Background: an optimization exercise with open tools, aiming at small area, a short achievable clock period and few clock cycles per item. Do not read the settings as production practice.
At most, simulation tests tie the RTL to the original design; equivalence was not proved.

== v6 ==
Design fast_power, start of the top module:
module fast_power (
    input             clk,
    input             rst,
    input             start,
    input      [31:0] base,
    input      [31:0] exponent,
    output     [31:0] result,
    output reg        done
);
For scale: about 100 I/O pins, roughly 18000 sq um of cells after synthesis.
Settings: LEC_CHECK=0, ABC_AREA=1, CAP_MARGIN=60, CORE_MARGIN=2, CORE_UTILIZATION=40, SLEW_MARGIN=70; clock period 24.0 ns.
standard.sh (not shown) runs the stock make flow with config.mk's settings and CLKGATE_MAP_FILE= SYNTH_SCRIPT=/design/flow/synth_recipe.tcl, a recipe that flattens the netlist after the stock synthesis.
==> flow/flow/run.sh <==
#!/bin/bash
# Standard layout with two changes: the port buffers are buf_1 cells instead
# of the default delay buffers, and after the standard synthesis the netlist's
# inverters around full adders are removed by flow/fa_polarity.py (a full
# adder with all inputs inverted gives both outputs inverted). Each tool's
# output goes to a log file of its own here.
set -euo pipefail
export BUFFER_PORTS_ARGS="-buffer_cell sky130_fd_sc_hd__buf_1"
bash standard.sh synth > synth.log 2>&1
R=orfs/results/sky130hd/fast_power/base
cp $R/1_2_yosys.v 1_2_yosys.standard.v
python3 flow/fa_polarity.py 1_2_yosys.standard.v $R/1_2_yosys.v > fa_polarity.log 2>&1
rm -f $R/1_synth.odb $R/1_synth.sdc
bash standard.sh > layout.log 2>&1
Other scripts of this flow, unchanged in this note and not shown: flow/flow/fa_polarity.py
Testbench counts of v6, summed over its fixed seeds: cycles 59,928, items 2,400.
Changes in v7 relative to v6:
- a change of SLEW_MARGIN from 70 to 75
- an added CTS_BUF_LIST of sky130_fd_sc_hd__clkbuf_8
## What came out
The higher register-to-register slack came out of v7. On register share of the cell area, v6 and v7 are basically level. Lower data-path buffer share of cell area in the final layout among v6 and v7: v6. There was hardly any difference in final setup skew between v7 and v6.

* * *

Another version of the RTL of fast_power (not shown whole).
For scale: about 3000 cells after synthesis, ~22000 µm² of cells after synthesis.
clock: 24.0 ns
lec_check: 0
abc_area: 1
cap_margin: 60
core_margin: 2
core_utilization: 40
slew_margin: 60
run.sh (not shown) runs the stock make flow with config.mk's settings and CLKGATE_MAP_FILE= SYNTH_SCRIPT=/design/flow/synth_recipe.tcl, a recipe that flattens the netlist after the stock synthesis.
Stock flow here: none of the scripts above is used.
Edit:
Settings changed: CAP_MARGIN 60 to 40, SLEW_MARGIN 60 to 40.
=> The changed run completed without violations. Hold slack gets worse by 0.016 ns. Die area stays the same. Worst setup slack loses 0.69 ns. Synthesized area stays the same. Register-to-register slack loses 0.69 ns.
No run of this note included a check of the RTL's function; only the layout flow was run.

* * *

fast_power with an RTL version that a note above also has.
Size in the first run: roughly 2,400 cells after synthesis, about 100 I/O pins, ~0.018 mm2 of cells after synthesis.
==> flow/design.v (excerpt) <==
module fast_power (
    input             clk,
    input             rst,
    input             start,
    input      [31:0] base,
    input      [31:0] exponent,
    output     [31:0] result,
    output reg        done
);
  reg        busy;
  reg        r_one;    
  reg        op_r;     
  reg [31:0] e;        
  reg        b_s;
  reg  [7:0] b_e;
  reg        b_l;
  reg [22:0] b_f;
  reg        r_s;
  reg  [7:0] r_e;
  reg        r_l;
  reg [22:0] r_f;
  assign result = {r_s, r_e, r_f};
  wire b_den  = ~b_l & (|b_f);           
  wire r_den  = ~r_l & (|r_f);
  wire e_zero = ~(|e);
  wire e_last = ~(|e[31:1]);
  wire        x_s = op_r ? r_s : b_s;
  wire  [7:0] x_e = op_r ? r_e : b_e;
  wire        x_l = op_r ? r_l : b_l;
  wire [22:0] x_f = op_r ? r_f : b_f;
  wire [47:0] p;
  fpu_multiply mul (.x(x_f), .y(b_f), .p(p));
  wire        m_zero = ~(x_l & b_l);
  wire  [7:0] e_hi   = x_e + b_e + 8'd130;           
  wire  [7:0] e_lo   = x_e + b_e + 8'd129;
  wire  [7:0] m_e    = m_zero ? 8'd0 : (p[47] ? e_hi : e_lo);
  wire [22:0] m_f    = m_zero ? 23'd0 : (p[47] ? p[46:24] : p[45:23]);
  wire        m_s    = x_s ^ b_s;
  wire        m_l    = ~m_zero & (p[47] ? (|e_hi) : (|e_lo));
  wire cap      = ~busy & ~done;               
  wire do_bnorm = busy & b_den;
  wire do_rnorm = busy & ~b_den & op_r & r_den;
  wire do_rmul  = busy & ~b_den & op_r & ~r_den;
  wire do_step  = busy & ~b_den & ~op_r & ~e_zero;    
  wire do_copy  = do_step & e[0] & r_one;
  wire finish   = e_zero | ((do_rmul | do_step) & e_last);
  wire [32:0] b_v    = {b_s, b_e, b_l, b_f};
  wire [32:0] r_v    = {r_s, r_e, r_l, r_f};
  wire [32:0] m_v    = {m_s, m_e, m_l, m_f};
  wire [32:0] base_v = {base[31], base[30:23], |base[30:23], base[22:0]};
  ...
Settings: LEC_CHECK=0, ABC_AREA=1, CAP_MARGIN=60, CORE_MARGIN=2, CORE_UTILIZATION=40, GPL_ROUTABILITY_DRIVEN=0, GPL_TIMING_DRIVEN=1, SLEW_MARGIN=75; clock period 24.0 ns.
standard.sh (not shown) runs the stock make flow with config.mk's settings and CLKGATE_MAP_FILE= SYNTH_SCRIPT=/design/flow/synth_recipe.tcl, a recipe that flattens the netlist after the stock synthesis.
Scripts as last shown in full above: flow/flow/run.sh
Other scripts of this flow, unchanged in this note and not shown: flow/flow/fa_polarity.py
Testbench counts at the start, summed over its fixed seeds: cycles 59,928, items 2,400.
Change:
- CORE_UTILIZATION: 40 -> 60
- GPL_ROUTABILITY_DRIVEN: 0 -> unset
- GPL_TIMING_DRIVEN: 1 -> unset
- PLACE_DENSITY: unset -> 0.75
Cell area is lower slightly.
Critical path depth rises by 2.
Setup slack gets better by 0.099 ns.
Sequential share of layout area increases by 0.19 points.
Core utilization goes up by 22 points.
Clock-buffer cell count came out lower by 1.

* * *

Starting RTL as in the previous note.
==> flow/design.v (excerpt) <==
module fast_power (
    input             clk,
    input             rst,
    input             start,
    input      [31:0] base,
    input      [31:0] exponent,
    output     [31:0] result,
    output reg        done
);
clock: 24.0 ns
lec_check: 0
abc_area: 0
cap_margin: 60
core_margin: 2
core_utilization: 40
slew_margin: 75
==> flow/flow/run.sh <==
#!/bin/bash
# Standard layout, with the port buffers made of buf_1 cells instead of
# the default delay buffers. Each tool's output goes to a log file here.
set -e
cp standard.sh standard_copy.sh.txt
export BUFFER_PORTS_ARGS="-buffer_cell sky130_fd_sc_hd__buf_1"
bash standard.sh > standard.log 2>&1
The starting point passed the timing, DRC and antenna checks.
Testbench counts at the start, summed over its fixed seeds: cycles 59,928, items 2,400.
==> next run, changes <==
- ABC_AREA: 0 -> 1
What happened: Via count is lower by 26%; register-to-register slack improves by 1.6 ns; core utilization barely changes; setup slack improves by 1.6 ns; cell area is lower by 20%; global-route usage is lower by 1.7 points; clock-buffer cell count is lower by 3; cell count is lower by 16%.
==> next run, changes <==
==> flow/run.sh (new file) <==
#!/bin/bash
# synth_recipe.tcl (not shown) runs the flow's synth.tcl, then flattens the netlist and writes it again
# the make line also repeats each setting of config.mk as NAME=value (left out here)
make -C /OpenROAD-flow-scripts/flow DESIGN_CONFIG=/design/flow/config.mk WORK_HOME=/design/flow/orfs CLKGATE_MAP_FILE= SYNTH_SCRIPT=/design/flow/synth_recipe.tcl finish
- SLEW_MARGIN: 75 -> 80
removed: flow/flow/run.sh
removed: flow/standard.sh
Hold slack gets worse by 0.014 ns; clock-buffer cell count increases by 1; final area increases by a few percent.

==> separate check: timing with driven ports <==
How much do the figures lean on ideal ports? The routed layouts below were timed once more, with nothing changed but the port constraints.
Step 1 sets driving cells, clkbuf_16 on the clock port and buf_2 on the other inputs (assumed; they add their load-dependent delay and slew).
Step 2, shift: input delay + t, output delay - t, t = (earliest + latest rising clock arrival at the registers) / 2. This alone moves slack from input paths to output paths.
Slacks: no drivers / after step 1 / after step 2; pairs: no drivers / after step 1.
run	t (ns)	setup WS [ns]	worst slew at a driven data input, ns
v6	0.397	16.620 / 16.620 / 16.620	0.04
v7	0.425	16.795 / 16.795 / 16.795	0.06
the first run of note 2	0.413	15.359 / 15.359 / 15.359	0.08
the second run of note 2	0.407	14.673 / 14.673 / 14.673	0.07
the first run of note 3	0.399	16.616 / 16.616 / 16.616	0.05
the second run of note 3	0.395	16.716 / 16.716 / 16.716	0.04
the first run of note 4	0.402	15.238 / 15.238 / 15.238	0.05
the second run of note 4	0.405	16.816 / 16.816 / 16.816	0.08
the third run of note 4	0.404	16.763 / 16.763 / 16.763	0.08
After both steps setup and hold are still met in every run listed.
